From an optimization exercise on the open Yosys and OpenROAD flow, aimed at small area and a short achievable clock period; shortcuts taken in it are not production practice.
Function was not checked in any run shown here: the RTL went through the layout flow alone.
No activity file was given, so power comes from the tool's default toggle rates.

==> flow/design.v (outline; a module is shown in full before it is edited, if it fits) <==
// module mod3_1: 1871 lines
module mod3_1(
  input clk,
  input reset_n,
  input signed [22:0] a,
  input signed [22:0] b,
  input signed [16:0] c,
  output signed [39:0] y
);
  // ...
==> flow/flow/run.sh <==
#!/bin/bash
# Layout flow: the standard layout (standard.sh) with two changes:
#  1. synthesis runs Yosys's synth with -noabc, so the generic "abc -fast" pass does not
#     restructure the design's adder cells before extract_fa; everything else in the
#     synthesis script (synth_recipe.tcl and ORFS synth.tcl) is unchanged.
#  2. the port buffers that place inserts are sky130_fd_sc_hd__buf_1 (buffer_ports
#     -buffer_cell) instead of the cell buffer_ports picks by default.
set -euo pipefail
work=$PWD
sed 's/synth -nofsm -noshare {\*}\$args/synth -nofsm -noshare -noabc {*}$args/' \
  synth_recipe.tcl > flow_synth.tcl
grep -q -- '-noabc' flow_synth.tcl
bash standard.sh "SYNTH_SCRIPT=$work/flow_synth.tcl" \
  "BUFFER_PORTS_ARGS=-buffer_cell ${PORT_BUF:-sky130_fd_sc_hd__buf_1}" finish \
  > flow_make.log 2>&1
==> flow/standard.sh <==
#!/bin/bash
# synth_recipe.tcl (not shown) runs the flow's synth.tcl, then flattens the netlist and writes it again
# the make line also repeats each setting of config.mk as NAME=value (left out here)
make -C /OpenROAD-flow-scripts/flow DESIGN_CONFIG=/design/flow/config.mk WORK_HOME=/design/flow/orfs CLKGATE_MAP_FILE= SYNTH_SCRIPT=/design/flow/synth_recipe.tcl "${@:-finish}"
==> flow/config.mk <==
export PLATFORM = sky130hd
export DESIGN_NAME = mod3_1
export DESIGN_NICKNAME = mod3_1
export VERILOG_FILES = /design/flow/design.v
export SDC_FILE = /design/flow/constraint.sdc
export NUM_CORES = 4
export LEC_CHECK = 0
export ABC_AREA = 1
export CAP_MARGIN = 20
export CORE_MARGIN = 2
export CORE_UTILIZATION = 65
export CTS_BUF_LIST = sky130_fd_sc_hd__clkbuf_8
export SETUP_SLACK_MARGIN = 3.4
export SLEW_MARGIN = 70
==> flow/constraint.sdc <==
create_clock -name core_clock -period 7.0 [get_ports {clk}]
set_input_delay 1.4000 -clock core_clock [delete_from_list [all_inputs] [get_ports {clk}]]
set_output_delay 1.4000 -clock core_clock [all_outputs]
set_load 0.01 [all_outputs]
==> flow_results.org, run 1 <==
** Final layout
- Fraction of area in registers :: roughly a fifth
- Multi-input gate share of total cell area :: between 60% and 70%
- Layout buffering overhead excluding clock cells :: 4.10%
- Inverters, non-clock :: 185
- After filler insertion, the fill cell instance count of the layout stands at 1,682.
- Sequential cells placed in the final layout were counted as 144.

** Setup path
- Counting cells, the worst reg-to-reg path comes to 13.
- Arrival time at the worst endpoint :: 2.14 ns
- Broken down by cell family, the worst path's largest delay share belongs to simple AND/OR/NAND/NOR gates.
- Of all nets on the critical path, the largest fanout is 3.
- Critical Path RT :: 5.60 ns
- Start point of the critical path :: cyq

** STA
- Setup violations remaining at the end of the flow were counted as 0.
- On the final layout, the worst hold slack is 0.331 ns.

** Pwr
- Switching power as a share of total power :: 50.7%
- Top pwr grp :: combinational logic
- Dividing total power by cell area gives a power density of 566 nW/um^2.
- Share of power burned in combinational logic :: 74.1%

** Clock network
- Hold repair after CTS inserted 0 buffers.
- CTS sink count :: approximately 140

** Yosys
- Synthesis Warnings :: 1
- Of all flip-flops after synthesis, the portion carrying an async set or reset was 0%.
- Combinational family with the most area after synthesis :: adder cells
- Each instance of the synthesized netlist takes up on average 8.68 sq um.
- Mux contribution to synthesized area :: less than 1%

** Floorplan
- N_taps :: 280
- Die Span Y :: 152 um

** Status
- Status :: timing/DRC/antenna clean

** Routing
- Highest metal used :: met4
==> inputs of run 2 (changes only) <==
--- a/flow/design.v
+++ b/flow/design.v
@@ -4,20 +4,20 @@
   input signed [22:0] a,
   input signed [22:0] b,
   input signed [16:0] c,
   output signed [39:0] y
 );
   reg [23:0] d1n, d2n;
   reg r1q, f1q;
   reg [8:0] one_q, two_q, neg_q, onen_q, twon_q;
-  reg [13:0] ylo;
+  reg [11:0] ylo;
   reg cyq;
-  reg [25:0] h0;
-  reg [25:0] h1;
+  reg [27:0] h0;
+  reg [27:0] h1;
   reg kq;
   wire kill = ~reset_n | f1q;
   wire [8:0] one_w, two_w, neg_w;
   wire [16:0] c1 = c;
   assign one_w[0] = c1[0] ^ 1'b0;
   assign two_w[0] = (c1[1] & ~c1[0] & ~1'b0) | (~c1[1] & c1[0] & 1'b0);
   assign neg_w[0] = c1[1];
   assign one_w[1] = c1[2] ^ c1[1];
@@ -704,20 +704,20 @@
   wire fp648;
   wire fg649;
   wire fp650;
   wire fg651;
   wire fp652;
   wire fg653;
   wire fp654;
   wire fg655;
-  wire fp656;
-  wire fg657;
-  wire fp658;
-  wire fg659;
+  wire pg656;
+  wire pp657;
+  wire pg658;
+  wire pp659;
   wire pg660;
   wire pp661;
   wire pg662;
   wire pp663;
   wire pg664;
   wire pp665;
   wire pg666;
   wire pp667;
@@ -744,152 +744,440 @@
   wire pg688;
   wire pp689;
   wire pg690;
   wire pp691;
   wire pg692;
   wire pp693;
   wire pg694;
   wire pp695;
-  wire pg696;
-  wire pp697;
-  wire pg698;
-  wire pp699;
-  wire pg700;
-  wire pp701;
-  wire pg702;
-  wire pp703;
-  wire pg704;
-  wire pp705;
-  wire pg706;
-  wire pp707;
-  wire pg708;
-  wire pp709;
-  wire sp713;
-  wire sg714;
-  wire sp715;
-  wire sg716;
-  wire sp717;
-  wire sg718;
-  wire sp719;
-  wire sg720;
-  wire sp721;
-  wire sg722;
-  wire sp723;
-  wire sg724;
-  wire sp725;
-  wire sg726;
-  wire sp727;
-  wire sg728;
-  wire sp729;
-  wire sg730;
-  wire sp731;
-  wire sg732;
-  wire sp733;
-  wire sg734;
-  wire sp735;
-  wire sg736;
-  wire sp737;
-  wire sg738;
-  wire sp739;
-  wire sg740;
-  wire sp741;
-  wire sg742;
-  wire sp743;
-  wire sg744;
-  wire sp745;
-  wire sg746;
-  wire sp747;
-  wire sg748;
-  wire sp749;
-  wire sg750;
-  wire sp751;
-  wire sg752;
-  wire sp753;
-  wire sg754;
-  wire sp755;
-  wire sg756;
-  wire sp757;
-  wire sg758;
-  wire sp759;
-  wire sg760;
-  wire pg761;
-  wire pp762;
-  wire pg763;
-  wire pp764;
-  wire pg765;
-  wire pp766;
-  wire pg767;
-  wire pp768;
-  wire pg769;
-  wire pp770;
-  wire pg771;
-  wire pp772;
-  wire pg773;
-  wire pp774;
-  wire pg775;
-  wire pp776;
-  wire pg777;
-  wire pp778;
-  wire pg779;
-  wire pp780;
-  wire pg781;
-  wire pp782;
-  wire pg783;
-  wire pp784;
-  wire pg785;
-  wire pp786;
-  wire pg787;
-  wire pp788;
-  wire pg789;
-  wire pp790;
-  wire pg791;
-  wire pp792;
-  wire pg793;
-  wire pp794;
-  wire pg795;
-  wire pp796;
-  wire pg797;
-  wire pp798;
-  wire pg799;
-  wire pp800;
-  wire pg801;
-  wire pp802;
-  wire pg803;
-  wire pp804;
-  wire pg805;
-  wire pp806;
-  wire pg807;
-  wire pp808;
-  wire pg809;
-  wire pp810;
-  wire pg811;
-  wire pp812;
-  wire pg813;
-  wire pp814;
-  wire pg815;
-  wire pp816;
-  wire pg817;
-  wire pp818;
-  wire pg819;
-  wire pp820;
-  wire pg821;
-  wire pp822;
-  wire pg823;
-  wire pp824;
-  wire pg825;
-  wire pp826;
-  wire pg827;
-  wire pp828;
-  wire pg829;
-  wire pp830;
-  wire pg831;
-  wire pp832;
-  wire pg833;
-  wire pp834;
+  wire fp696;
+  wire fg697;
+  wire fp698;
+  wire fg699;
+  wire fp700;
+  wire fg701;
+  wire fp702;
+  wire fg703;
+  wire fp704;
+  wire fg705;
+  wire fp706;
+  wire fg707;
+  wire fp708;
+  wire fg709;
+  wire fp710;
+  wire fg711;
+  wire fp712;
+  wire fg713;
+  wire fp714;
+  wire fg715;
+  wire fp716;
+  wire fg717;
+  wire fp718;
+  wire fg719;
+  wire fp720;
+  wire fg721;
+  wire fp722;
+  wire fg723;
+  wire fp724;
+  wire fg725;
+  wire fp726;
+  wire fg727;
+  wire fp728;
+  wire fg729;
+  wire fp730;
+  wire fg731;
+  wire fp732;
+  wire fg733;
+  wire fp734;
+  wire fg735;
+  wire fp736;
+  wire fg737;
+  wire fp738;
+  wire fg739;
+  wire fp740;
+  wire fg741;
+  wire fp742;
+  wire fg743;
+  wire fp744;
+  wire fg745;
+  wire fp746;
+  wire fg747;
+  wire fp748;
+  wire fg749;
+  wire fp750;
+  wire fg751;
+  wire pg752;
+  wire pp753;
+  wire pg754;
+  wire pp755;
+  wire pg756;
+  wire pp757;
+  wire pg758;
+  wire pp759;
+  wire pg760;
+  wire pp761;
+  wire pg762;
+  wire pp763;
+  wire pg764;
+  wire pp765;
+  wire pg766;
+  wire pp767;
+  wire pg768;
+  wire pp769;
+  wire pg770;
+  wire pp771;
+  wire pg772;
+  wire pp773;
+  wire pg774;
+  wire pp775;
+  wire pg776;
+  wire pp777;
+  wire pg778;
+  wire pp779;
+  wire pg780;
+  wire pp781;
+  wire pg782;
+  wire pp783;
+  wire pg784;
+  wire pp785;
+  wire pg786;
+  wire pp787;
+  wire pg788;
+  wire pp789;
+  wire pg790;
+  wire pp791;
+  wire pg792;
+  wire pp793;
+  wire pg794;
+  wire pp795;
+  wire pg796;
+  wire pp797;
+  wire pg798;
+  wire pp799;
+  wire pg800;
+  wire pp801;
+  wire pg802;
+  wire pp803;
+  wire pg804;
+  wire pp805;
+  wire pg806;
+  wire pp807;
+  wire pg808;
+  wire pp809;
+  wire pg810;
+  wire pp811;
+  wire pg812;
+  wire pp813;
+  wire pg814;
+  wire pp815;
+  wire pg816;
+  wire pp817;
+  wire pg818;
+  wire pp819;
+  wire pg820;
+  wire pp821;
+  wire pg822;
+  wire pp823;
+  wire pg824;
+  wire pp825;
+  wire pg826;
+  wire pp827;
+  wire pg828;
+  wire pp829;
+  wire pg830;
+  wire pp831;
+  wire pg832;
+  wire pp833;
+  wire pg834;
+  wire pp835;
+  wire pg836;
+  wire pp837;
+  wire pg838;
+  wire pp839;
+  wire pg840;
+  wire pp841;
+  wire pg842;
+  wire pp843;
+  wire pg844;
+  wire pp845;
+  wire pg846;
+  wire pp847;
+  wire pg848;
+  wire pp849;
+  wire pg850;
+  wire pp851;
+  wire pg852;
+  wire pp853;
+  wire pg854;
+  wire pp855;
+  wire pg856;
+  wire pp857;
+  wire pg858;
+  wire pp859;
+  wire pg860;
+  wire pp861;
+  wire pg862;
+  wire pp863;
+  wire pg864;
+  wire pp865;
+  wire pg866;
+  wire pp867;
+  wire pg868;
+  wire pp869;
+  wire pg870;
+  wire pp871;
+  wire pg872;
+  wire pp873;
+  wire pg874;
+  wire pp875;
+  wire pg876;
+  wire pp877;
+  wire pg878;
+  wire pp879;
+  wire pg880;
+  wire pp881;
+  wire pg882;
+  wire pp883;
+  wire pg884;
+  wire pp885;
+  wire pg886;
+  wire pp887;
+  wire pg888;
+  wire pp889;
+  wire pg890;
+  wire pp891;
+  wire pg892;
+  wire pp893;
+  wire pg894;
+  wire pp895;
+  wire pg896;
+  wire pp897;
+  wire pg898;
+  wire pp899;
+  wire pg900;
+  wire pp901;
+  wire pg902;
+  wire pp903;
+  wire pg904;
+  wire pp905;
+  wire pg906;
+  wire pp907;
+  wire pg908;
+  wire pp909;
+  wire pg910;
+  wire pp911;
+  wire pg912;
+  wire pp913;
+  wire pg914;
+  wire pp915;
+  wire pg916;
+  wire pp917;
+  wire pg918;
+  wire pp919;
+  wire pg920;
+  wire pp921;
+  wire pg922;
+  wire pp923;
+  wire pg924;
+  wire pp925;
+  wire pg926;
+  wire pp927;
+  wire pg928;
+  wire pp929;
+  wire pg930;
+  wire pp931;
+  wire pg932;
+  wire pp933;
+  wire pg934;
+  wire pp935;
+  wire pg936;
+  wire pp937;
+  wire pg938;
+  wire pp939;
+  wire pg940;
+  wire pp941;
+  wire pg942;
+  wire pp943;
+  wire pg944;
+  wire pp945;
+  wire pg946;
+  wire pp947;
+  wire pg948;
+  wire pp949;
+  wire pg950;
+  wire pp951;
+  wire pg952;
+  wire pp953;
+  wire pg954;
+  wire pp955;
+  wire pg956;
+  wire pp957;
+  wire pg958;
+  wire pp959;
+  wire pg960;
+  wire pp961;
+  wire pg962;
+  wire pp963;
+  wire pg964;
+  wire pp965;
+  wire pg966;
+  wire pp967;
+  wire pg968;
+  wire pp969;
+  wire cc970;
+  wire cc971;
+  wire cc972;
+  wire cc973;
+  wire cc974;
+  wire cc975;
+  wire cc976;
+  wire cc977;
+  wire cc978;
+  wire cc979;
+  wire cc980;
+  wire cc981;
+  wire cc982;
+  wire cc983;
+  wire cc984;
+  wire cc985;
+  wire cc986;
+  wire cc987;
+  wire cc988;
+  wire cc989;
+  wire cc990;
+  wire cc991;
+  wire cc992;
+  wire cc993;
+  wire cc994;
+  wire cc995;
+  wire cc996;
+  wire cc997;
+  wire sp998;
+  wire sg999;
+  wire sp1000;
+  wire sg1001;
+  wire sp1002;
+  wire sg1003;
+  wire sp1004;
+  wire sg1005;
+  wire sp1006;
+  wire sg1007;
+  wire sp1008;
+  wire sg1009;
+  wire sp1010;
+  wire sg1011;
+  wire sp1012;
+  wire sg1013;
+  wire sp1014;
+  wire sg1015;
+  wire sp1016;
+  wire sg1017;
+  wire sp1018;
+  wire sg1019;
+  wire sp1020;
+  wire sg1021;
+  wire sp1022;
+  wire sg1023;
+  wire sp1024;
+  wire sg1025;
+  wire sp1026;
+  wire sg1027;
+  wire sp1028;
+  wire sg1029;
+  wire sp1030;
+  wire sg1031;
+  wire sp1032;
+  wire sg1033;
+  wire sp1034;
+  wire sg1035;
+  wire sp1036;
+  wire sg1037;
+  wire sp1038;
+  wire sg1039;
+  wire sp1040;
+  wire sg1041;
+  wire sp1042;
+  wire sg1043;
+  wire sp1044;
+  wire sg1045;
+  wire pg1046;
+  wire pp1047;
+  wire pg1048;
+  wire pp1049;
+  wire pg1050;
+  wire pp1051;
+  wire pg1052;
+  wire pp1053;
+  wire pg1054;
+  wire pp1055;
+  wire pg1056;
+  wire pp1057;
+  wire pg1058;
+  wire pp1059;
+  wire pg1060;
+  wire pp1061;
+  wire pg1062;
+  wire pp1063;
+  wire pg1064;
+  wire pp1065;
+  wire pg1066;
+  wire pp1067;
+  wire pg1068;
+  wire pp1069;
+  wire pg1070;
+  wire pp1071;
+  wire pg1072;
+  wire pp1073;
+  wire pg1074;
+  wire pp1075;
+  wire pg1076;
+  wire pp1077;
+  wire pg1078;
+  wire pp1079;
+  wire pg1080;
+  wire pp1081;
+  wire pg1082;
+  wire pp1083;
+  wire pg1084;
+  wire pp1085;
+  wire pg1086;
+  wire pp1087;
+  wire pg1088;
+  wire pp1089;
+  wire pg1090;
+  wire pp1091;
+  wire pg1092;
+  wire pp1093;
+  wire pg1094;
+  wire pp1095;
+  wire pg1096;
+  wire pp1097;
+  wire pg1098;
+  wire pp1099;
+  wire pg1100;
+  wire pp1101;
+  wire pg1102;
+  wire pp1103;
+  wire pg1104;
+  wire pp1105;
+  wire pg1106;
+  wire pp1107;
+  wire pg1108;
+  wire pp1109;
+  wire pg1110;
+  wire pp1111;
+  wire pg1112;
+  wire pp1113;
+  wire pg1114;
+  wire pp1115;
+  wire pg1116;
+  wire pp1117;
+  wire pg1118;
+  wire pp1119;
   assign pp1 = ((one0 & ~d2n[0])) ^ neg0;
   assign pp2 = ((one0 & ~d2n[1]) | (two0 & ~d2n[0])) ^ neg0;
   assign pp3 = ((one0 & ~d2n[2]) | (two0 & ~d2n[1])) ^ neg0;
   assign pp4 = ((one0 & ~d2n[3]) | (two0 & ~d2n[2])) ^ neg0;
   assign pp5 = ((one0 & ~d2n[4]) | (two0 & ~d2n[3])) ^ neg0;
   assign pp6 = ((one0 & ~d2n[5]) | (two0 & ~d2n[4])) ^ neg0;
   assign pp7 = ((one0 & ~d2n[6]) | (two0 & ~d2n[5])) ^ neg0;
   assign pp8 = ((one0 & ~d2n[7]) | (two0 & ~d2n[6])) ^ neg0;
@@ -1511,162 +1799,162 @@
   assign s624 = s484 ^ co549 ^ s550;
   assign co625 = (s484 & co549) | (s484 & s550) | (co549 & s550);
   assign s626 = co485 ^ s552 ^ co551;
   assign co627 = (co485 & s552) | (co485 & co551) | (s552 & co551);
   assign s628 = pp199 ^ co553 ^ s554;
   assign co629 = (pp199 & co553) | (pp199 & s554) | (co553 & s554);
   assign s630 = ci233 ^ co555;
   assign co631 = ci233 & co555;
-  assign sp713 = ~(a[0] ^ b[0]);
-  assign sg714 = a[0] | ~b[0];
-  assign sp715 = ~(a[1] ^ b[1]);
-  assign sg716 = a[1] & ~b[1];
-  assign sp717 = ~(a[2] ^ b[2]);
-  assign sg718 = a[2] & ~b[2];
-  assign sp719 = ~(a[3] ^ b[3]);
-  assign sg720 = a[3] & ~b[3];
-  assign sp721 = ~(a[4] ^ b[4]);
-  assign sg722 = a[4] & ~b[4];
-  assign sp723 = ~(a[5] ^ b[5]);
-  assign sg724 = a[5] & ~b[5];
-  assign sp725 = ~(a[6] ^ b[6]);
-  assign sg726 = a[6] & ~b[6];
-  assign sp727 = ~(a[7] ^ b[7]);
-  assign sg728 = a[7] & ~b[7];
-  assign sp729 = ~(a[8] ^ b[8]);
-  assign sg730 = a[8] & ~b[8];
-  assign sp731 = ~(a[9] ^ b[9]);
-  assign sg732 = a[9] & ~b[9];
-  assign sp733 = ~(a[10] ^ b[10]);
-  assign sg734 = a[10] & ~b[10];
-  assign sp735 = ~(a[11] ^ b[11]);
-  assign sg736 = a[11] & ~b[11];
-  assign sp737 = ~(a[12] ^ b[12]);
-  assign sg738 = a[12] & ~b[12];
-  assign sp739 = ~(a[13] ^ b[13]);
-  assign sg740 = a[13] & ~b[13];
-  assign sp741 = ~(a[14] ^ b[14]);
-  assign sg742 = a[14] & ~b[14];
-  assign sp743 = ~(a[15] ^ b[15]);
-  assign sg744 = a[15] & ~b[15];
-  assign sp745 = ~(a[16] ^ b[16]);
-  assign sg746 = a[16] & ~b[16];
-  assign sp747 = ~(a[17] ^ b[17]);
-  assign sg748 = a[17] & ~b[17];
-  assign sp749 = ~(a[18] ^ b[18]);
-  assign sg750 = a[18] & ~b[18];
-  assign sp751 = ~(a[19] ^ b[19]);
-  assign sg752 = a[19] & ~b[19];
-  assign sp753 = ~(a[20] ^ b[20]);
-  assign sg754 = a[20] & ~b[20];
-  assign sp755 = ~(a[21] ^ b[21]);
-  assign sg756 = a[21] & ~b[21];
-  assign sp757 = ~(a[22] ^ b[22]);
-  assign sg758 = a[22] & ~b[22];
-  assign sp759 = ~(a[22] ^ b[22]);
-  assign sg760 = a[22] & ~b[22];
-  assign pg761 = sg716 | (sp715 & sg714);
-  assign pp762 = sp715 & sp713;
-  assign pg763 = sg720 | (sp719 & sg718);
-  assign pp764 = sp719 & sp717;
-  assign pg765 = sg724 | (sp723 & sg722);
-  assign pp766 = sp723 & sp721;
-  assign pg767 = sg728 | (sp727 & sg726);
-  assign pp768 = sp727 & sp725;
-  assign pg769 = sg732 | (sp731 & sg730);
-  assign pp770 = sp731 & sp729;
-  assign pg771 = sg736 | (sp735 & sg734);
-  assign pp772 = sp735 & sp733;
-  assign pg773 = sg740 | (sp739 & sg738);
-  assign pp774 = sp739 & sp737;
-  assign pg775 = sg744 | (sp743 & sg742);
-  assign pp776 = sp743 & sp741;
-  assign pg777 = sg748 | (sp747 & sg746);
-  assign pp778 = sp747 & sp745;
-  assign pg779 = sg752 | (sp751 & sg750);
-  assign pp780 = sp751 & sp749;
-  assign pg781 = sg756 | (sp755 & sg754);
-  assign pp782 = sp755 & sp753;
-  assign pg783 = pg763 | (pp764 & pg761);
-  assign pp784 = pp764 & pp762;
-  assign pg785 = pg767 | (pp768 & pg765);
-  assign pp786 = pp768 & pp766;
-  assign pg787 = pg771 | (pp772 & pg769);
-  assign pp788 = pp772 & pp770;
-  assign pg789 = pg775 | (pp776 & pg773);
-  assign pp790 = pp776 & pp774;
-  assign pg791 = pg779 | (pp780 & pg777);
-  assign pp792 = pp780 & pp778;
-  assign pg793 = pg785 | (pp786 & pg783);
-  assign pp794 = pp786 & pp784;
-  assign pg795 = pg789 | (pp790 & pg787);
-  assign pp796 = pp790 & pp788;
-  assign pg797 = pg795 | (pp796 & pg793);
-  assign pp798 = pp796 & pp794;
-  assign pg799 = pg787 | (pp788 & pg793);
-  assign pp800 = pp788 & pp794;
-  assign pg801 = pg791 | (pp792 & pg797);
-  assign pp802 = pp792 & pp798;
-  assign pg803 = pg765 | (pp766 & pg783);
-  assign pp804 = pp766 & pp784;
-  assign pg805 = pg769 | (pp770 & pg793);
-  assign pp806 = pp770 & pp794;
-  assign pg807 = pg773 | (pp774 & pg799);
-  assign pp808 = pp774 & pp800;
-  assign pg809 = pg777 | (pp778 & pg797);
-  assign pp810 = pp778 & pp798;
-  assign pg811 = pg781 | (pp782 & pg801);
-  assign pp812 = pp782 & pp802;
-  assign pg813 = sg718 | (sp717 & pg761);
-  assign pp814 = sp717 & pp762;
-  assign pg815 = sg722 | (sp721 & pg783);
-  assign pp816 = sp721 & pp784;
-  assign pg817 = sg726 | (sp725 & pg803);
-  assign pp818 = sp725 & pp804;
-  assign pg819 = sg730 | (sp729 & pg793);
-  assign pp820 = sp729 & pp794;
-  assign pg821 = sg734 | (sp733 & pg805);
-  assign pp822 = sp733 & pp806;
-  assign pg823 = sg738 | (sp737 & pg799);
-  assign pp824 = sp737 & pp800;
-  assign pg825 = sg742 | (sp741 & pg807);
-  assign pp826 = sp741 & pp808;
-  assign pg827 = sg746 | (sp745 & pg797);
-  assign pp828 = sp745 & pp798;
-  assign pg829 = sg750 | (sp749 & pg809);
-  assign pp830 = sp749 & pp810;
-  assign pg831 = sg754 | (sp753 & pg801);
-  assign pp832 = sp753 & pp802;
-  assign pg833 = sg758 | (sp757 & pg811);
-  assign pp834 = sp757 & pp812;
-  assign dsub[0] = ~sp713;
-  assign dsub[1] = sp715 ^ sg714;
-  assign dsub[2] = sp717 ^ pg761;
-  assign dsub[3] = sp719 ^ pg813;
-  assign dsub[4] = sp721 ^ pg783;
-  assign dsub[5] = sp723 ^ pg815;
-  assign dsub[6] = sp725 ^ pg803;
-  assign dsub[7] = sp727 ^ pg817;
-  assign dsub[8] = sp729 ^ pg793;
-  assign dsub[9] = sp731 ^ pg819;
-  assign dsub[10] = sp733 ^ pg805;
-  assign dsub[11] = sp735 ^ pg821;
-  assign dsub[12] = sp737 ^ pg799;
-  assign dsub[13] = sp739 ^ pg823;
-  assign dsub[14] = sp741 ^ pg807;
-  assign dsub[15] = sp743 ^ pg825;
-  assign dsub[16] = sp745 ^ pg797;
-  assign dsub[17] = sp747 ^ pg827;
-  assign dsub[18] = sp749 ^ pg809;
-  assign dsub[19] = sp751 ^ pg829;
-  assign dsub[20] = sp753 ^ pg801;
-  assign dsub[21] = sp755 ^ pg831;
-  assign dsub[22] = sp757 ^ pg811;
-  assign dsub[23] = sp759 ^ pg833;
+  assign sp998 = ~(a[0] ^ b[0]);
+  assign sg999 = a[0] | ~b[0];
+  assign sp1000 = ~(a[1] ^ b[1]);
+  assign sg1001 = a[1] & ~b[1];
+  assign sp1002 = ~(a[2] ^ b[2]);
+  assign sg1003 = a[2] & ~b[2];
+  assign sp1004 = ~(a[3] ^ b[3]);
+  assign sg1005 = a[3] & ~b[3];
+  assign sp1006 = ~(a[4] ^ b[4]);
+  assign sg1007 = a[4] & ~b[4];
+  assign sp1008 = ~(a[5] ^ b[5]);
+  assign sg1009 = a[5] & ~b[5];
+  assign sp1010 = ~(a[6] ^ b[6]);
+  assign sg1011 = a[6] & ~b[6];
+  assign sp1012 = ~(a[7] ^ b[7]);
+  assign sg1013 = a[7] & ~b[7];
+  assign sp1014 = ~(a[8] ^ b[8]);
+  assign sg1015 = a[8] & ~b[8];
+  assign sp1016 = ~(a[9] ^ b[9]);
+  assign sg1017 = a[9] & ~b[9];
+  assign sp1018 = ~(a[10] ^ b[10]);
+  assign sg1019 = a[10] & ~b[10];
+  assign sp1020 = ~(a[11] ^ b[11]);
+  assign sg1021 = a[11] & ~b[11];
+  assign sp1022 = ~(a[12] ^ b[12]);
+  assign sg1023 = a[12] & ~b[12];
+  assign sp1024 = ~(a[13] ^ b[13]);
+  assign sg1025 = a[13] & ~b[13];
+  assign sp1026 = ~(a[14] ^ b[14]);
+  assign sg1027 = a[14] & ~b[14];
+  assign sp1028 = ~(a[15] ^ b[15]);
+  assign sg1029 = a[15] & ~b[15];
+  assign sp1030 = ~(a[16] ^ b[16]);
+  assign sg1031 = a[16] & ~b[16];
+  assign sp1032 = ~(a[17] ^ b[17]);
+  assign sg1033 = a[17] & ~b[17];
+  assign sp1034 = ~(a[18] ^ b[18]);
+  assign sg1035 = a[18] & ~b[18];
+  assign sp1036 = ~(a[19] ^ b[19]);
+  assign sg1037 = a[19] & ~b[19];
+  assign sp1038 = ~(a[20] ^ b[20]);
+  assign sg1039 = a[20] & ~b[20];
+  assign sp1040 = ~(a[21] ^ b[21]);
+  assign sg1041 = a[21] & ~b[21];
+  assign sp1042 = ~(a[22] ^ b[22]);
+  assign sg1043 = a[22] & ~b[22];
+  assign sp1044 = ~(a[22] ^ b[22]);
+  assign sg1045 = a[22] & ~b[22];
+  assign pg1046 = sg1001 | (sp1000 & sg999);
+  assign pp1047 = sp1000 & sp998;
+  assign pg1048 = sg1005 | (sp1004 & sg1003);
+  assign pp1049 = sp1004 & sp1002;
+  assign pg1050 = sg1009 | (sp1008 & sg1007);
+  assign pp1051 = sp1008 & sp1006;
+  assign pg1052 = sg1013 | (sp1012 & sg1011);
+  assign pp1053 = sp1012 & sp1010;
+  assign pg1054 = sg1017 | (sp1016 & sg1015);
+  assign pp1055 = sp1016 & sp1014;
+  assign pg1056 = sg1021 | (sp1020 & sg1019);
+  assign pp1057 = sp1020 & sp1018;
+  assign pg1058 = sg1025 | (sp1024 & sg1023);
+  assign pp1059 = sp1024 & sp1022;
+  assign pg1060 = sg1029 | (sp1028 & sg1027);
+  assign pp1061 = sp1028 & sp1026;
+  assign pg1062 = sg1033 | (sp1032 & sg1031);
+  assign pp1063 = sp1032 & sp1030;
+  assign pg1064 = sg1037 | (sp1036 & sg1035);
+  assign pp1065 = sp1036 & sp1034;
+  assign pg1066 = sg1041 | (sp1040 & sg1039);
+  assign pp1067 = sp1040 & sp1038;
+  assign pg1068 = pg1048 | (pp1049 & pg1046);
+  assign pp1069 = pp1049 & pp1047;
+  assign pg1070 = pg1052 | (pp1053 & pg1050);
+  assign pp1071 = pp1053 & pp1051;
+  assign pg1072 = pg1056 | (pp1057 & pg1054);
+  assign pp1073 = pp1057 & pp1055;
+  assign pg1074 = pg1060 | (pp1061 & pg1058);
+  assign pp1075 = pp1061 & pp1059;
+  assign pg1076 = pg1064 | (pp1065 & pg1062);
+  assign pp1077 = pp1065 & pp1063;
+  assign pg1078 = pg1070 | (pp1071 & pg1068);
+  assign pp1079 = pp1071 & pp1069;
+  assign pg1080 = pg1074 | (pp1075 & pg1072);
+  assign pp1081 = pp1075 & pp1073;
+  assign pg1082 = pg1080 | (pp1081 & pg1078);
+  assign pp1083 = pp1081 & pp1079;
+  assign pg1084 = pg1072 | (pp1073 & pg1078);
+  assign pp1085 = pp1073 & pp1079;
+  assign pg1086 = pg1076 | (pp1077 & pg1082);
+  assign pp1087 = pp1077 & pp1083;
+  assign pg1088 = pg1050 | (pp1051 & pg1068);
+  assign pp1089 = pp1051 & pp1069;
+  assign pg1090 = pg1054 | (pp1055 & pg1078);
+  assign pp1091 = pp1055 & pp1079;
+  assign pg1092 = pg1058 | (pp1059 & pg1084);
+  assign pp1093 = pp1059 & pp1085;
+  assign pg1094 = pg1062 | (pp1063 & pg1082);
+  assign pp1095 = pp1063 & pp1083;
+  assign pg1096 = pg1066 | (pp1067 & pg1086);
+  assign pp1097 = pp1067 & pp1087;
+  assign pg1098 = sg1003 | (sp1002 & pg1046);
+  assign pp1099 = sp1002 & pp1047;
+  assign pg1100 = sg1007 | (sp1006 & pg1068);
+  assign pp1101 = sp1006 & pp1069;
+  assign pg1102 = sg1011 | (sp1010 & pg1088);
+  assign pp1103 = sp1010 & pp1089;
+  assign pg1104 = sg1015 | (sp1014 & pg1078);
+  assign pp1105 = sp1014 & pp1079;
+  assign pg1106 = sg1019 | (sp1018 & pg1090);
+  assign pp1107 = sp1018 & pp1091;
+  assign pg1108 = sg1023 | (sp1022 & pg1084);
+  assign pp1109 = sp1022 & pp1085;
+  assign pg1110 = sg1027 | (sp1026 & pg1092);
+  assign pp1111 = sp1026 & pp1093;
+  assign pg1112 = sg1031 | (sp1030 & pg1082);
+  assign pp1113 = sp1030 & pp1083;
+  assign pg1114 = sg1035 | (sp1034 & pg1094);
+  assign pp1115 = sp1034 & pp1095;
+  assign pg1116 = sg1039 | (sp1038 & pg1086);
+  assign pp1117 = sp1038 & pp1087;
+  assign pg1118 = sg1043 | (sp1042 & pg1096);
+  assign pp1119 = sp1042 & pp1097;
+  assign dsub[0] = ~sp998;
+  assign dsub[1] = sp1000 ^ sg999;
+  assign dsub[2] = sp1002 ^ pg1046;
+  assign dsub[3] = sp1004 ^ pg1098;
+  assign dsub[4] = sp1006 ^ pg1068;
+  assign dsub[5] = sp1008 ^ pg1100;
+  assign dsub[6] = sp1010 ^ pg1088;
+  assign dsub[7] = sp1012 ^ pg1102;
+  assign dsub[8] = sp1014 ^ pg1078;
+  assign dsub[9] = sp1016 ^ pg1104;
+  assign dsub[10] = sp1018 ^ pg1090;
+  assign dsub[11] = sp1020 ^ pg1106;
+  assign dsub[12] = sp1022 ^ pg1084;
+  assign dsub[13] = sp1024 ^ pg1108;
+  assign dsub[14] = sp1026 ^ pg1092;
+  assign dsub[15] = sp1028 ^ pg1110;
+  assign dsub[16] = sp1030 ^ pg1082;
+  assign dsub[17] = sp1032 ^ pg1112;
+  assign dsub[18] = sp1034 ^ pg1094;
+  assign dsub[19] = sp1036 ^ pg1114;
+  assign dsub[20] = sp1038 ^ pg1086;
+  assign dsub[21] = sp1040 ^ pg1116;
+  assign dsub[22] = sp1042 ^ pg1096;
+  assign dsub[23] = sp1044 ^ pg1118;
   assign fp632 = neg0 ^ pp1;
   assign fg633 = neg0 & pp1;
   assign fp634 = pp2;
   assign fg635 = 1'b0;
   assign fp636 = s556 ^ pp26;
   assign fg637 = s556 & pp26;
   assign fp638 = co557 ^ s558;
   assign fg639 = co557 & s558;
@@ -1681,191 +1969,477 @@
   assign fp648 = co567 ^ s568;
   assign fg649 = co567 & s568;
   assign fp650 = co569 ^ s570;
   assign fg651 = co569 & s570;
   assign fp652 = co571 ^ s572;
   assign fg653 = co571 & s572;
   assign fp654 = co573 ^ s574;
   assign fg655 = co573 & s574;
-  assign fp656 = co575 ^ s576;
-  assign fg657 = co575 & s576;
-  assign fp658 = co577 ^ s578;
-  assign fg659 = co577 & s578;
-  assign pg660 = fg635 | (fp634 & fg633);
-  assign pp661 = fp634 & fp632;
-  assign pg662 = fg639 | (fp638 & fg637);
-  assign pp663 = fp638 & fp636;
-  assign pg664 = fg643 | (fp642 & fg641);
-  assign pp665 = fp642 & fp640;
-  assign pg666 = fg647 | (fp646 & fg645);
-  assign pp667 = fp646 & fp644;
-  assign pg668 = fg651 | (fp650 & fg649);
-  assign pp669 = fp650 & fp648;
-  assign pg670 = fg655 | (fp654 & fg653);
-  assign pp671 = fp654 & fp652;
-  assign pg672 = fg659 | (fp658 & fg657);
-  assign pp673 = fp658 & fp656;
-  assign pg674 = fg637 | (fp636 & pg660);
-  assign pp675 = fp636 & pp661;
-  assign pg676 = pg662 | (pp663 & pg660);
-  assign pp677 = pp663 & pp661;
-  assign pg678 = fg645 | (fp644 & pg664);
-  assign pp679 = fp644 & pp665;
-  assign pg680 = pg666 | (pp667 & pg664);
-  assign pp681 = pp667 & pp665;
-  assign pg682 = fg653 | (fp652 & pg668);
-  assign pp683 = fp652 & pp669;
-  assign pg684 = pg670 | (pp671 & pg668);
-  assign pp685 = pp671 & pp669;
-  assign pg686 = fg641 | (fp640 & pg676);
-  assign pp687 = fp640 & pp677;
-  assign pg688 = pg664 | (pp665 & pg676);
-  assign pp689 = pp665 & pp677;
-  assign pg690 = pg678 | (pp679 & pg676);
-  assign pp691 = pp679 & pp677;
-  assign pg692 = pg680 | (pp681 & pg676);
-  assign pp693 = pp681 & pp677;
-  assign pg694 = fg657 | (fp656 & pg684);
-  assign pp695 = fp656 & pp685;
-  assign pg696 = pg672 | (pp673 & pg684);
-  assign pp697 = pp673 & pp685;
-  assign pg698 = fg649 | (fp648 & pg692);
-  assign pp699 = fp648 & pp693;
-  assign pg700 = pg668 | (pp669 & pg692);
-  assign pp701 = pp669 & pp693;
-  assign pg702 = pg682 | (pp683 & pg692);
-  assign pp703 = pp683 & pp693;
-  assign pg704 = pg684 | (pp685 & pg692);
-  assign pp705 = pp685 & pp693;
-  assign pg706 = pg694 | (pp695 & pg692);
-  assign pp707 = pp695 & pp693;
-  assign pg708 = pg696 | (pp697 & pg692);
-  assign pp709 = pp697 & pp693;
-  wire [13:0] ylo_d;
+  assign pg656 = fg635 | (fp634 & fg633);
+  assign pp657 = fp634 & fp632;
+  assign pg658 = fg639 | (fp638 & fg637);
+  assign pp659 = fp638 & fp636;
+  assign pg660 = fg643 | (fp642 & fg641);
+  assign pp661 = fp642 & fp640;
+  assign pg662 = fg647 | (fp646 & fg645);
+  assign pp663 = fp646 & fp644;
+  assign pg664 = fg651 | (fp650 & fg649);
+  assign pp665 = fp650 & fp648;
+  assign pg666 = fg655 | (fp654 & fg653);
+  assign pp667 = fp654 & fp652;
+  assign pg668 = fg637 | (fp636 & pg656);
+  assign pp669 = fp636 & pp657;
+  assign pg670 = pg658 | (pp659 & pg656);
+  assign pp671 = pp659 & pp657;
+  assign pg672 = fg645 | (fp644 & pg660);
+  assign pp673 = fp644 & pp661;
+  assign pg674 = pg662 | (pp663 & pg660);
+  assign pp675 = pp663 & pp661;
+  assign pg676 = fg653 | (fp652 & pg664);
+  assign pp677 = fp652 & pp665;
+  assign pg678 = pg666 | (pp667 & pg664);
+  assign pp679 = pp667 & pp665;
+  assign pg680 = fg641 | (fp640 & pg670);
+  assign pp681 = fp640 & pp671;
+  assign pg682 = pg660 | (pp661 & pg670);
+  assign pp683 = pp661 & pp671;
+  assign pg684 = pg672 | (pp673 & pg670);
+  assign pp685 = pp673 & pp671;
+  assign pg686 = pg674 | (pp675 & pg670);
+  assign pp687 = pp675 & pp671;
+  assign pg688 = fg649 | (fp648 & pg686);
+  assign pp689 = fp648 & pp687;
+  assign pg690 = pg664 | (pp665 & pg686);
+  assign pp691 = pp665 & pp687;
+  assign pg692 = pg676 | (pp677 & pg686);
+  assign pp693 = pp677 & pp687;
+  assign pg694 = pg678 | (pp679 & pg686);
+  assign pp695 = pp679 & pp687;
+  wire [11:0] ylo_d;
   assign ylo_d[0] = fp632;
   assign ylo_d[1] = fp634 ^ fg633;
-  assign ylo_d[2] = fp636 ^ pg660;
-  assign ylo_d[3] = fp638 ^ pg674;
-  assign ylo_d[4] = fp640 ^ pg676;
-  assign ylo_d[5] = fp642 ^ pg686;
-  assign ylo_d[6] = fp644 ^ pg688;
-  assign ylo_d[7] = fp646 ^ pg690;
-  assign ylo_d[8] = fp648 ^ pg692;
-  assign ylo_d[9] = fp650 ^ pg698;
-  assign ylo_d[10] = fp652 ^ pg700;
-  assign ylo_d[11] = fp654 ^ pg702;
-  assign ylo_d[12] = fp656 ^ pg704;
-  assign ylo_d[13] = fp658 ^ pg706;
-  wire [25:0] h0_d, h1_d;
-  assign h0_d[0] = co579;
-  assign h1_d[0] = s580;
-  assign h0_d[1] = co581;
-  assign h1_d[1] = s582;
-  assign h0_d[2] = co583;
-  assign h1_d[2] = s584;
-  assign h0_d[3] = co585;
-  assign h1_d[3] = s586;
-  assign h0_d[4] = co587;
-  assign h1_d[4] = s588;
-  assign h0_d[5] = co589;
-  assign h1_d[5] = s590;
-  assign h0_d[6] = co591;
-  assign h1_d[6] = s592;
-  assign h0_d[7] = co593;
-  assign h1_d[7] = s594;
-  assign h0_d[8] = co595;
-  assign h1_d[8] = s596;
-  assign h0_d[9] = co597;
-  assign h1_d[9] = s598;
-  assign h0_d[10] = co599;
-  assign h1_d[10] = s600;
-  assign h0_d[11] = co601;
-  assign h1_d[11] = s602;
-  assign h0_d[12] = co603;
-  assign h1_d[12] = s604;
-  assign h0_d[13] = co605;
-  assign h1_d[13] = s606;
-  assign h0_d[14] = co607;
-  assign h1_d[14] = s608;
-  assign h0_d[15] = co609;
-  assign h1_d[15] = s610;
-  assign h0_d[16] = co611;
-  assign h1_d[16] = s612;
-  assign h0_d[17] = co613;
-  assign h1_d[17] = s614;
-  assign h0_d[18] = co615;
-  assign h1_d[18] = s616;
-  assign h0_d[19] = co617;
-  assign h1_d[19] = s618;
-  assign h0_d[20] = co619;
-  assign h1_d[20] = s620;
-  assign h0_d[21] = co621;
-  assign h1_d[21] = s622;
-  assign h0_d[22] = co623;
-  assign h1_d[22] = s624;
-  assign h0_d[23] = co625;
-  assign h1_d[23] = s626;
-  assign h0_d[24] = co627;
-  assign h1_d[24] = s628;
-  assign h0_d[25] = co629;
-  assign h1_d[25] = s630;
-  wire [27:0] ax710, bx711, sm712;
-  assign ax710 = {1'b0, h0[25], h0[24], h0[23], h0[22], h0[21], h0[20], h0[19], h0[18], h0[17], h0[16], h0[15], h0[14], h0[13], h0[12], h0[11], h0[10], h0[9], h0[8], h0[7], h0[6], h0[5], h0[4], h0[3], h0[2], h0[1], h0[0], 1'b1};
-  assign bx711 = {1'b0, h1[25], h1[24], h1[23], h1[22], h1[21], h1[20], h1[19], h1[18], h1[17], h1[16], h1[15], h1[14], h1[13], h1[12], h1[11], h1[10], h1[9], h1[8], h1[7], h1[6], h1[5], h1[4], h1[3], h1[2], h1[1], h1[0], cyq};
-  assign sm712 = ax710 + bx711;
+  assign ylo_d[2] = fp636 ^ pg656;
+  assign ylo_d[3] = fp638 ^ pg668;
+  assign ylo_d[4] = fp640 ^ pg670;
+  assign ylo_d[5] = fp642 ^ pg680;
+  assign ylo_d[6] = fp644 ^ pg682;
+  assign ylo_d[7] = fp646 ^ pg684;
+  assign ylo_d[8] = fp648 ^ pg686;
+  assign ylo_d[9] = fp650 ^ pg688;
+  assign ylo_d[10] = fp652 ^ pg690;
+  assign ylo_d[11] = fp654 ^ pg692;
+  wire [27:0] h0_d, h1_d;
+  assign h0_d[0] = co575;
+  assign h1_d[0] = s576;
+  assign h0_d[1] = co577;
+  assign h1_d[1] = s578;
+  assign h0_d[2] = co579;
+  assign h1_d[2] = s580;
+  assign h0_d[3] = co581;
+  assign h1_d[3] = s582;
+  assign h0_d[4] = co583;
+  assign h1_d[4] = s584;
+  assign h0_d[5] = co585;
+  assign h1_d[5] = s586;
+  assign h0_d[6] = co587;
+  assign h1_d[6] = s588;
+  assign h0_d[7] = co589;
+  assign h1_d[7] = s590;
+  assign h0_d[8] = co591;
+  assign h1_d[8] = s592;
+  assign h0_d[9] = co593;
+  assign h1_d[9] = s594;
+  assign h0_d[10] = co595;
+  assign h1_d[10] = s596;
+  assign h0_d[11] = co597;
+  assign h1_d[11] = s598;
+  assign h0_d[12] = co599;
+  assign h1_d[12] = s600;
+  assign h0_d[13] = co601;
+  assign h1_d[13] = s602;
+  assign h0_d[14] = co603;
+  assign h1_d[14] = s604;
+  assign h0_d[15] = co605;
+  assign h1_d[15] = s606;
+  assign h0_d[16] = co607;
+  assign h1_d[16] = s608;
+  assign h0_d[17] = co609;
+  assign h1_d[17] = s610;
+  assign h0_d[18] = co611;
+  assign h1_d[18] = s612;
+  assign h0_d[19] = co613;
+  assign h1_d[19] = s614;
+  assign h0_d[20] = co615;
+  assign h1_d[20] = s616;
+  assign h0_d[21] = co617;
+  assign h1_d[21] = s618;
+  assign h0_d[22] = co619;
+  assign h1_d[22] = s620;
+  assign h0_d[23] = co621;
+  assign h1_d[23] = s622;
+  assign h0_d[24] = co623;
+  assign h1_d[24] = s624;
+  assign h0_d[25] = co625;
+  assign h1_d[25] = s626;
+  assign h0_d[26] = co627;
+  assign h1_d[26] = s628;
+  assign h0_d[27] = co629;
+  assign h1_d[27] = s630;
+  assign fp696 = h0[0] ^ h1[0];
+  assign fg697 = h0[0] & h1[0];
+  assign fp698 = h0[1] ^ h1[1];
+  assign fg699 = h0[1] & h1[1];
+  assign fp700 = h0[2] ^ h1[2];
+  assign fg701 = h0[2] & h1[2];
+  assign fp702 = h0[3] ^ h1[3];
+  assign fg703 = h0[3] & h1[3];
+  assign fp704 = h0[4] ^ h1[4];
+  assign fg705 = h0[4] & h1[4];
+  assign fp706 = h0[5] ^ h1[5];
+  assign fg707 = h0[5] & h1[5];
+  assign fp708 = h0[6] ^ h1[6];
+  assign fg709 = h0[6] & h1[6];
+  assign fp710 = h0[7] ^ h1[7];
+  assign fg711 = h0[7] & h1[7];
+  assign fp712 = h0[8] ^ h1[8];
+  assign fg713 = h0[8] & h1[8];
+  assign fp714 = h0[9] ^ h1[9];
+  assign fg715 = h0[9] & h1[9];
+  assign fp716 = h0[10] ^ h1[10];
+  assign fg717 = h0[10] & h1[10];
+  assign fp718 = h0[11] ^ h1[11];
+  assign fg719 = h0[11] & h1[11];
+  assign fp720 = h0[12] ^ h1[12];
+  assign fg721 = h0[12] & h1[12];
+  assign fp722 = h0[13] ^ h1[13];
+  assign fg723 = h0[13] & h1[13];
+  assign fp724 = h0[14] ^ h1[14];
+  assign fg725 = h0[14] & h1[14];
+  assign fp726 = h0[15] ^ h1[15];
+  assign fg727 = h0[15] & h1[15];
+  assign fp728 = h0[16] ^ h1[16];
+  assign fg729 = h0[16] & h1[16];
+  assign fp730 = h0[17] ^ h1[17];
+  assign fg731 = h0[17] & h1[17];
+  assign fp732 = h0[18] ^ h1[18];
+  assign fg733 = h0[18] & h1[18];
+  assign fp734 = h0[19] ^ h1[19];
+  assign fg735 = h0[19] & h1[19];
+  assign fp736 = h0[20] ^ h1[20];
+  assign fg737 = h0[20] & h1[20];
+  assign fp738 = h0[21] ^ h1[21];
+  assign fg739 = h0[21] & h1[21];
+  assign fp740 = h0[22] ^ h1[22];
+  assign fg741 = h0[22] & h1[22];
+  assign fp742 = h0[23] ^ h1[23];
+  assign fg743 = h0[23] & h1[23];
+  assign fp744 = h0[24] ^ h1[24];
+  assign fg745 = h0[24] & h1[24];
+  assign fp746 = h0[25] ^ h1[25];
+  assign fg747 = h0[25] & h1[25];
+  assign fp748 = h0[26] ^ h1[26];
+  assign fg749 = h0[26] & h1[26];
+  assign fp750 = h0[27] ^ h1[27];
+  assign fg751 = h0[27] & h1[27];
+  assign pg752 = fg699 | (fp698 & fg697);
+  assign pp753 = fp698 & fp696;
+  assign pg754 = fg701 | (fp700 & fg699);
+  assign pp755 = fp700 & fp698;
+  assign pg756 = fg703 | (fp702 & fg701);
+  assign pp757 = fp702 & fp700;
+  assign pg758 = fg705 | (fp704 & fg703);
+  assign pp759 = fp704 & fp702;
+  assign pg760 = fg707 | (fp706 & fg705);
+  assign pp761 = fp706 & fp704;
+  assign pg762 = fg709 | (fp708 & fg707);
+  assign pp763 = fp708 & fp706;
+  assign pg764 = fg711 | (fp710 & fg709);
+  assign pp765 = fp710 & fp708;
+  assign pg766 = fg713 | (fp712 & fg711);
+  assign pp767 = fp712 & fp710;
+  assign pg768 = fg715 | (fp714 & fg713);
+  assign pp769 = fp714 & fp712;
+  assign pg770 = fg717 | (fp716 & fg715);
+  assign pp771 = fp716 & fp714;
+  assign pg772 = fg719 | (fp718 & fg717);
+  assign pp773 = fp718 & fp716;
+  assign pg774 = fg721 | (fp720 & fg719);
+  assign pp775 = fp720 & fp718;
+  assign pg776 = fg723 | (fp722 & fg721);
+  assign pp777 = fp722 & fp720;
+  assign pg778 = fg725 | (fp724 & fg723);
+  assign pp779 = fp724 & fp722;
+  assign pg780 = fg727 | (fp726 & fg725);
+  assign pp781 = fp726 & fp724;
+  assign pg782 = fg729 | (fp728 & fg727);
+  assign pp783 = fp728 & fp726;
+  assign pg784 = fg731 | (fp730 & fg729);
+  assign pp785 = fp730 & fp728;
+  assign pg786 = fg733 | (fp732 & fg731);
+  assign pp787 = fp732 & fp730;
+  assign pg788 = fg735 | (fp734 & fg733);
+  assign pp789 = fp734 & fp732;
+  assign pg790 = fg737 | (fp736 & fg735);
+  assign pp791 = fp736 & fp734;
+  assign pg792 = fg739 | (fp738 & fg737);
+  assign pp793 = fp738 & fp736;
+  assign pg794 = fg741 | (fp740 & fg739);
+  assign pp795 = fp740 & fp738;
+  assign pg796 = fg743 | (fp742 & fg741);
+  assign pp797 = fp742 & fp740;
+  assign pg798 = fg745 | (fp744 & fg743);
+  assign pp799 = fp744 & fp742;
+  assign pg800 = fg747 | (fp746 & fg745);
+  assign pp801 = fp746 & fp744;
+  assign pg802 = fg749 | (fp748 & fg747);
+  assign pp803 = fp748 & fp746;
+  assign pg804 = fg751 | (fp750 & fg749);
+  assign pp805 = fp750 & fp748;
+  assign pg806 = pg754 | (pp755 & fg697);
+  assign pp807 = pp755 & fp696;
+  assign pg808 = pg756 | (pp757 & pg752);
+  assign pp809 = pp757 & pp753;
+  assign pg810 = pg758 | (pp759 & pg754);
+  assign pp811 = pp759 & pp755;
+  assign pg812 = pg760 | (pp761 & pg756);
+  assign pp813 = pp761 & pp757;
+  assign pg814 = pg762 | (pp763 & pg758);
+  assign pp815 = pp763 & pp759;
+  assign pg816 = pg764 | (pp765 & pg760);
+  assign pp817 = pp765 & pp761;
+  assign pg818 = pg766 | (pp767 & pg762);
+  assign pp819 = pp767 & pp763;
+  assign pg820 = pg768 | (pp769 & pg764);
+  assign pp821 = pp769 & pp765;
+  assign pg822 = pg770 | (pp771 & pg766);
+  assign pp823 = pp771 & pp767;
+  assign pg824 = pg772 | (pp773 & pg768);
+  assign pp825 = pp773 & pp769;
+  assign pg826 = pg774 | (pp775 & pg770);
+  assign pp827 = pp775 & pp771;
+  assign pg828 = pg776 | (pp777 & pg772);
+  assign pp829 = pp777 & pp773;
+  assign pg830 = pg778 | (pp779 & pg774);
+  assign pp831 = pp779 & pp775;
+  assign pg832 = pg780 | (pp781 & pg776);
+  assign pp833 = pp781 & pp777;
+  assign pg834 = pg782 | (pp783 & pg778);
+  assign pp835 = pp783 & pp779;
+  assign pg836 = pg784 | (pp785 & pg780);
+  assign pp837 = pp785 & pp781;
+  assign pg838 = pg786 | (pp787 & pg782);
+  assign pp839 = pp787 & pp783;
+  assign pg840 = pg788 | (pp789 & pg784);
+  assign pp841 = pp789 & pp785;
+  assign pg842 = pg790 | (pp791 & pg786);
+  assign pp843 = pp791 & pp787;
+  assign pg844 = pg792 | (pp793 & pg788);
+  assign pp845 = pp793 & pp789;
+  assign pg846 = pg794 | (pp795 & pg790);
+  assign pp847 = pp795 & pp791;
+  assign pg848 = pg796 | (pp797 & pg792);
+  assign pp849 = pp797 & pp793;
+  assign pg850 = pg798 | (pp799 & pg794);
+  assign pp851 = pp799 & pp795;
+  assign pg852 = pg800 | (pp801 & pg796);
+  assign pp853 = pp801 & pp797;
+  assign pg854 = pg802 | (pp803 & pg798);
+  assign pp855 = pp803 & pp799;
+  assign pg856 = pg804 | (pp805 & pg800);
+  assign pp857 = pp805 & pp801;
+  assign pg858 = pg810 | (pp811 & fg697);
+  assign pp859 = pp811 & fp696;
+  assign pg860 = pg812 | (pp813 & pg752);
+  assign pp861 = pp813 & pp753;
+  assign pg862 = pg814 | (pp815 & pg806);
+  assign pp863 = pp815 & pp807;
+  assign pg864 = pg816 | (pp817 & pg808);
+  assign pp865 = pp817 & pp809;
+  assign pg866 = pg818 | (pp819 & pg810);
+  assign pp867 = pp819 & pp811;
+  assign pg868 = pg820 | (pp821 & pg812);
+  assign pp869 = pp821 & pp813;
+  assign pg870 = pg822 | (pp823 & pg814);
+  assign pp871 = pp823 & pp815;
+  assign pg872 = pg824 | (pp825 & pg816);
+  assign pp873 = pp825 & pp817;
+  assign pg874 = pg826 | (pp827 & pg818);
+  assign pp875 = pp827 & pp819;
+  assign pg876 = pg828 | (pp829 & pg820);
+  assign pp877 = pp829 & pp821;
+  assign pg878 = pg830 | (pp831 & pg822);
+  assign pp879 = pp831 & pp823;
+  assign pg880 = pg832 | (pp833 & pg824);
+  assign pp881 = pp833 & pp825;
+  assign pg882 = pg834 | (pp835 & pg826);
+  assign pp883 = pp835 & pp827;
+  assign pg884 = pg836 | (pp837 & pg828);
+  assign pp885 = pp837 & pp829;
+  assign pg886 = pg838 | (pp839 & pg830);
+  assign pp887 = pp839 & pp831;
+  assign pg888 = pg840 | (pp841 & pg832);
+  assign pp889 = pp841 & pp833;
+  assign pg890 = pg842 | (pp843 & pg834);
+  assign pp891 = pp843 & pp835;
+  assign pg892 = pg844 | (pp845 & pg836);
+  assign pp893 = pp845 & pp837;
+  assign pg894 = pg846 | (pp847 & pg838);
+  assign pp895 = pp847 & pp839;
+  assign pg896 = pg848 | (pp849 & pg840);
+  assign pp897 = pp849 & pp841;
+  assign pg898 = pg850 | (pp851 & pg842);
+  assign pp899 = pp851 & pp843;
+  assign pg900 = pg852 | (pp853 & pg844);
+  assign pp901 = pp853 & pp845;
+  assign pg902 = pg854 | (pp855 & pg846);
+  assign pp903 = pp855 & pp847;
+  assign pg904 = pg856 | (pp857 & pg848);
+  assign pp905 = pp857 & pp849;
+  assign pg906 = pg866 | (pp867 & fg697);
+  assign pp907 = pp867 & fp696;
+  assign pg908 = pg868 | (pp869 & pg752);
+  assign pp909 = pp869 & pp753;
+  assign pg910 = pg870 | (pp871 & pg806);
+  assign pp911 = pp871 & pp807;
+  assign pg912 = pg872 | (pp873 & pg808);
+  assign pp913 = pp873 & pp809;
+  assign pg914 = pg874 | (pp875 & pg858);
+  assign pp915 = pp875 & pp859;
+  assign pg916 = pg876 | (pp877 & pg860);
+  assign pp917 = pp877 & pp861;
+  assign pg918 = pg878 | (pp879 & pg862);
+  assign pp919 = pp879 & pp863;
+  assign pg920 = pg880 | (pp881 & pg864);
+  assign pp921 = pp881 & pp865;
+  assign pg922 = pg882 | (pp883 & pg866);
+  assign pp923 = pp883 & pp867;
+  assign pg924 = pg884 | (pp885 & pg868);
+  assign pp925 = pp885 & pp869;
+  assign pg926 = pg886 | (pp887 & pg870);
+  assign pp927 = pp887 & pp871;
+  assign pg928 = pg888 | (pp889 & pg872);
+  assign pp929 = pp889 & pp873;
+  assign pg930 = pg890 | (pp891 & pg874);
+  assign pp931 = pp891 & pp875;
+  assign pg932 = pg892 | (pp893 & pg876);
+  assign pp933 = pp893 & pp877;
+  assign pg934 = pg894 | (pp895 & pg878);
+  assign pp935 = pp895 & pp879;
+  assign pg936 = pg896 | (pp897 & pg880);
+  assign pp937 = pp897 & pp881;
+  assign pg938 = pg898 | (pp899 & pg882);
+  assign pp939 = pp899 & pp883;
+  assign pg940 = pg900 | (pp901 & pg884);
+  assign pp941 = pp901 & pp885;
+  assign pg942 = pg902 | (pp903 & pg886);
+  assign pp943 = pp903 & pp887;
+  assign pg944 = pg904 | (pp905 & pg888);
+  assign pp945 = pp905 & pp889;
+  assign pg946 = pg922 | (pp923 & fg697);
+  assign pp947 = pp923 & fp696;
+  assign pg948 = pg924 | (pp925 & pg752);
+  assign pp949 = pp925 & pp753;
+  assign pg950 = pg926 | (pp927 & pg806);
+  assign pp951 = pp927 & pp807;
+  assign pg952 = pg928 | (pp929 & pg808);
+  assign pp953 = pp929 & pp809;
+  assign pg954 = pg930 | (pp931 & pg858);
+  assign pp955 = pp931 & pp859;
+  assign pg956 = pg932 | (pp933 & pg860);
+  assign pp957 = pp933 & pp861;
+  assign pg958 = pg934 | (pp935 & pg862);
+  assign pp959 = pp935 & pp863;
+  assign pg960 = pg936 | (pp937 & pg864);
+  assign pp961 = pp937 & pp865;
+  assign pg962 = pg938 | (pp939 & pg906);
+  assign pp963 = pp939 & pp907;
+  assign pg964 = pg940 | (pp941 & pg908);
+  assign pp965 = pp941 & pp909;
+  assign pg966 = pg942 | (pp943 & pg910);
+  assign pp967 = pp943 & pp911;
+  assign pg968 = pg944 | (pp945 & pg912);
+  assign pp969 = pp945 & pp913;
+  assign cc970 = fg697 | (fp696 & cyq);
+  assign cc971 = pg752 | (pp753 & cyq);
+  assign cc972 = pg806 | (pp807 & cyq);
+  assign cc973 = pg808 | (pp809 & cyq);
+  assign cc974 = pg858 | (pp859 & cyq);
+  assign cc975 = pg860 | (pp861 & cyq);
+  assign cc976 = pg862 | (pp863 & cyq);
+  assign cc977 = pg864 | (pp865 & cyq);
+  assign cc978 = pg906 | (pp907 & cyq);
+  assign cc979 = pg908 | (pp909 & cyq);
+  assign cc980 = pg910 | (pp911 & cyq);
+  assign cc981 = pg912 | (pp913 & cyq);
+  assign cc982 = pg914 | (pp915 & cyq);
+  assign cc983 = pg916 | (pp917 & cyq);
+  assign cc984 = pg918 | (pp919 & cyq);
+  assign cc985 = pg920 | (pp921 & cyq);
+  assign cc986 = pg946 | (pp947 & cyq);
+  assign cc987 = pg948 | (pp949 & cyq);
+  assign cc988 = pg950 | (pp951 & cyq);
+  assign cc989 = pg952 | (pp953 & cyq);
+  assign cc990 = pg954 | (pp955 & cyq);
+  assign cc991 = pg956 | (pp957 & cyq);
+  assign cc992 = pg958 | (pp959 & cyq);
+  assign cc993 = pg960 | (pp961 & cyq);
+  assign cc994 = pg962 | (pp963 & cyq);
+  assign cc995 = pg964 | (pp965 & cyq);
+  assign cc996 = pg966 | (pp967 & cyq);
+  assign cc997 = pg968 | (pp969 & cyq);
   wire [39:0] sum;
   assign sum[0] = ylo[0];
   assign sum[1] = ylo[1];
   assign sum[2] = ylo[2];
   assign sum[3] = ylo[3];
   assign sum[4] = ylo[4];
   assign sum[5] = ylo[5];
   assign sum[6] = ylo[6];
   assign sum[7] = ylo[7];
   assign sum[8] = ylo[8];
   assign sum[9] = ylo[9];
   assign sum[10] = ylo[10];
   assign sum[11] = ylo[11];
-  assign sum[12] = ylo[12];
-  assign sum[13] = ylo[13];
-  assign sum[14] = sm712[1];
-  assign sum[15] = sm712[2];
-  assign sum[16] = sm712[3];
-  assign sum[17] = sm712[4];
-  assign sum[18] = sm712[5];
-  assign sum[19] = sm712[6];
-  assign sum[20] = sm712[7];
-  assign sum[21] = sm712[8];
-  assign sum[22] = sm712[9];
-  assign sum[23] = sm712[10];
-  assign sum[24] = sm712[11];
-  assign sum[25] = sm712[12];
-  assign sum[26] = sm712[13];
-  assign sum[27] = sm712[14];
-  assign sum[28] = sm712[15];
-  assign sum[29] = sm712[16];
-  assign sum[30] = sm712[17];
-  assign sum[31] = sm712[18];
-  assign sum[32] = sm712[19];
-  assign sum[33] = sm712[20];
-  assign sum[34] = sm712[21];
-  assign sum[35] = sm712[22];
-  assign sum[36] = sm712[23];
-  assign sum[37] = sm712[24];
-  assign sum[38] = sm712[25];
-  assign sum[39] = sm712[26];
+  assign sum[12] = fp696 ^ cyq;
+  assign sum[13] = fp698 ^ cc970;
+  assign sum[14] = fp700 ^ cc971;
+  assign sum[15] = fp702 ^ cc972;
+  assign sum[16] = fp704 ^ cc973;
+  assign sum[17] = fp706 ^ cc974;
+  assign sum[18] = fp708 ^ cc975;
+  assign sum[19] = fp710 ^ cc976;
+  assign sum[20] = fp712 ^ cc977;
+  assign sum[21] = fp714 ^ cc978;
+  assign sum[22] = fp716 ^ cc979;
+  assign sum[23] = fp718 ^ cc980;
+  assign sum[24] = fp720 ^ cc981;
+  assign sum[25] = fp722 ^ cc982;
+  assign sum[26] = fp724 ^ cc983;
+  assign sum[27] = fp726 ^ cc984;
+  assign sum[28] = fp728 ^ cc985;
+  assign sum[29] = fp730 ^ cc986;
+  assign sum[30] = fp732 ^ cc987;
+  assign sum[31] = fp734 ^ cc988;
+  assign sum[32] = fp736 ^ cc989;
+  assign sum[33] = fp738 ^ cc990;
+  assign sum[34] = fp740 ^ cc991;
+  assign sum[35] = fp742 ^ cc992;
+  assign sum[36] = fp744 ^ cc993;
+  assign sum[37] = fp746 ^ cc994;
+  assign sum[38] = fp748 ^ cc995;
+  assign sum[39] = fp750 ^ cc996;
   assign y = sum & {40{~kq}};
   always @(posedge clk) begin
     d1n <= ~dsub;
     r1q <= ~reset_n;
     d2n <= d1n;
     f1q <= ~reset_n | r1q;
     onen_q <= ~one_w;
     twon_q <= ~two_w;
     neg_q <= neg_w;
     ylo <= ylo_d;
-    cyq <= pg708;
+    cyq <= pg694;
     h0 <= h0_d;
     h1 <= h1_d;
     kq <= kill;
   end
 endmodule
--- a/flow/config.mk
+++ b/flow/config.mk
@@ -5,10 +5,9 @@
 export SDC_FILE = /design/flow/constraint.sdc
 export NUM_CORES = 4
 export LEC_CHECK = 0
 export ABC_AREA = 1
 export CAP_MARGIN = 20
 export CORE_MARGIN = 2
 export CORE_UTILIZATION = 65
 export CTS_BUF_LIST = sky130_fd_sc_hd__clkbuf_8
-export SETUP_SLACK_MARGIN = 3.4
 export SLEW_MARGIN = 70
==> run 2 against run 1 <==
  * Fmax decreased by 6.9%
  * Sequential share of layout area increased by 0.81 points
  * Largest power group unchanged
  * Power decreased by 11%
  * Clock skew increased by 0.0063 ns
  * First-iteration DRC count decreased by 0.33%
  * Clock power decreased by 3.9%
  * Global-route usage about the same
  * Synthesized cell count decreased by 1.0%
  * Hold slack got worse by 0.0080 ns
  * Still clean on timing, DRC and antenna
==> flow_results.org, run 2 <==
** Final layout
- The library cells used most frequently in the layout, excluding fill and tap cells, are sky130_fd_sc_hd__xor2_1, sky130_fd_sc_hd__nand2_1, sky130_fd_sc_hd__o22ai_1.
- The count of cells in the finished layout, fillers not included, comes to a little under 2,000.
- The largest registers in the layout are h0: 28 flops, h1: 28 flops.
- With fillers left out, the area of the finished cells amounts to 15,300 sq um.
- Signed area change from the synthesized netlist to the final layout :: 6.34%
- The number of antenna diodes in the final layout is 0.
- Filler cells :: 1,769 (+5.2%)
- For this run, the post-layout net count is 1,989.
- Ratio of cells with drive above 1 in the final layout :: between 7 and 8%
- The library cell used most frequently in the layout, excluding fill and tap cells, is sky130_fd_sc_hd__xor2_1.

** STA
- The setup-violating endpoint count in the final report came to 0 (unchanged).
- RSZ-0062 raised after global routing :: no
- Setup slack on the critical path of the routed design comes to approximately 3.2 ns.
- For the final database, setup skew stands at 0.0225 ns.
- The total count of hold-check failures in the final report came to 0.
- Static timing analysis puts the maximum clock frequency at 263 MHz.
- The worst path in the final design needs a cycle of 3.80 ns, including I/O delays and setup.
- The worst hold slack across all endpoints came to 0.323 ns (-0.00797 ns).
- Dividing the final minimum period by the clock period gives 54.4%.
- For the pin with the worst max-slew slack, the measured transition is approximately 0.44 ns.
- Number of max-slew violations in the final report :: 0

** Setup path
- The required time of the worst setup path is 5.60 ns (about the same).
- Crit-path leading delay family :: simple AND/OR/NAND/NOR gates
- Worst Path Buf+Inv :: 1
- STA classifies the critical path endpoint as a primary output.
- CP max stage cell :: sky130_fd_sc_hd__ha_1
- The arrival time reported for the critical path endpoint is 2.40 ns (+0.26 ns).
- Maximum fanout count along the critical path :: 6 (+3)
- The worst setup path is launched from a flop.
- The largest single stage delay on the critical path is 0.43 ns.
- Worst-path cell chain :: ha_1 > nand2_2 > nor2_1 > nand3_1 > nand3_2 > nand4_1 > nand3_1 > nand2_1 > nor2_1 > buf_1

** Placed design
- Total of buffers placed on input and output ports :: 104
- Before CTS, the worst setup slack after placement is 3.21 ns.
- Post-place instance area :: between 10,000 and 15,000 sq um
- # placed instances :: 1,909

** Routing
- Detailed-route wire length per cell :: between 15 and 20 um
- Using the TritonRoute via totals, the vias-per-cell ratio works out to 5.74.
- DRC violation total after the first TritonRoute iteration :: 911
- Wire length reported by the detailed router :: around 34,000 um
- The first detailed-routing pass ran for 5 iterations.
- Across all layers, the routed design uses 11,132 vias.

** Floorplan
- Count of boundary I/O pins :: roughly 110
- Chip width :: about 150 um
- The die height was 153 um (+0.19%).
- Starting Density :: 66.1%
- The initialized floorplan defines 54 standard-cell rows.

** Yosys
- Number of distinct library cells after synthesis :: 41
- Synthesis Warnings :: 1 (unchanged)
- By area the synthesized netlist is led by sky130_fd_sc_hd__fa_1, sky130_fd_sc_hd__dfxtp_1, sky130_fd_sc_hd__xor2_1.
- Post-synth EDFFs :: 0
- Async set-reset flop share out of synthesis :: 0% (unchanged)
- Post-synthesis instance area :: about 14,000 sq um
- Number of register bits inferred by synthesis :: around 150
- Primary FF master, synth :: sky130_fd_sc_hd__dfxtp_1
- The post-synthesis area per instance is 8.81 sq um (+1.4%).
- When the netlist entered floorplanning its net count stood at approximately 2,000.

** GRT
- The total overflow left after global routing is 0.
- The initial antenna violation count is 0.
- Pin count of the biggest net entering global routing :: 27
- Via count of the first global-routing pass :: 11,017

** Clock network
- Resized cells post-CTS :: 0
- The H-tree was split into 4 levels.
- Counting the buffers created by CTS gives 17.
- CTS placed an instance of sky130_fd_sc_hd__clkbuf_8 at the clock tree root.
- Clock buffer depth :: 2
- The clock reaches the later pin of the worst-skew pair after 0.48 ns.
- The number of sinks on the clock net was 146 (+1.4%).
- Quantity of hold-fixing buffers added after cts :: 0 (unchanged)
- Post-CTS repair timing setup buffer count :: 0

** Status
- The flow ran to the end and the layout has no timing, DRC or antenna violations.

** Pwr
- The power per cell area came to 528 nW/um^2 (-6.8%).
run 2: cell count changes in the layout (fill, tap and decap cells not counted), sizes merged, moves of 5 or more:
cell	previous run	this run
a21boi	0	5
a21oi	55	50
clkbuf	24	17
inv	193	180
nand2	232	213
nand3	31	40
nor3	2	7
o21ai	25	20
run 2: kinds of logic after synthesis:
family | share of synthesized area (%)
simple gates | 11.8
buf+inv | 7.92
compound gates | 11.6
fa+ha+maj | 33.2
xor+xnor | 15.0
flops | 20.3
mux | 0.0783
run 2: per-stage QoR:
stage                     utilization (%)  power, W
after floorplan                         -   0.00582
after global placement               67.7   0.00715
after detailed placement             68.2   0.00739
after CTS                            70.1   0.00808
after global routing                 70.3   0.00903
final                                70.3   0.00807
run 2: metal layers:
| layer | wire (um) | up-vias | track usage, % |
|---|---|---|---|
| li1 | - | 5311 | - |
| met1 | 15000 | 5234 | 41.8 |
| met2 | 15700 | 519 | 47.7 |
| met3 | 2920 | 68 | 5.01 |
| met4 | 813 | 0 | 10.1 |
| met5 | 0 | - | 0 |
run 2: final timing paths:
kind              slack (ns)  depth (start not counted)     from  endpoint
hold / removal          0.32                          0  d1n[22]   d2n[22]
setup / recovery        3.20                         10    h0[1]     y[35]
hold reg to reg         0.32                          0  d1n[22]   d2n[22]
setup reg to reg        3.54                         12   d2n[8]   ylo[11]
run 2: area by class of cell:
cell class                      instances  area, sq um  share of cell area (%)
Tap cell                              280          350                    2.29
Sequential cell                       146         3010                    19.7
Inverter                              173          649                    4.25
Timing Repair Buffer                  117          531                    3.47
Multi-Input combinational cell       1193        10300                    67.6
Clock inverter                         15          180                    1.18
Clock buffer                           17          234                    1.53
run 2: power by group:
part	leakage (nW)	total (W)	internal [W]	switching [W]
clock network	0.204	0.000672	0.000274	0.000399
registers	1.24	0.00158	0.00126	0.000321
logic	5.59	0.00582	0.00245	0.00337
total	7.03	0.00807	0.00398	0.00409
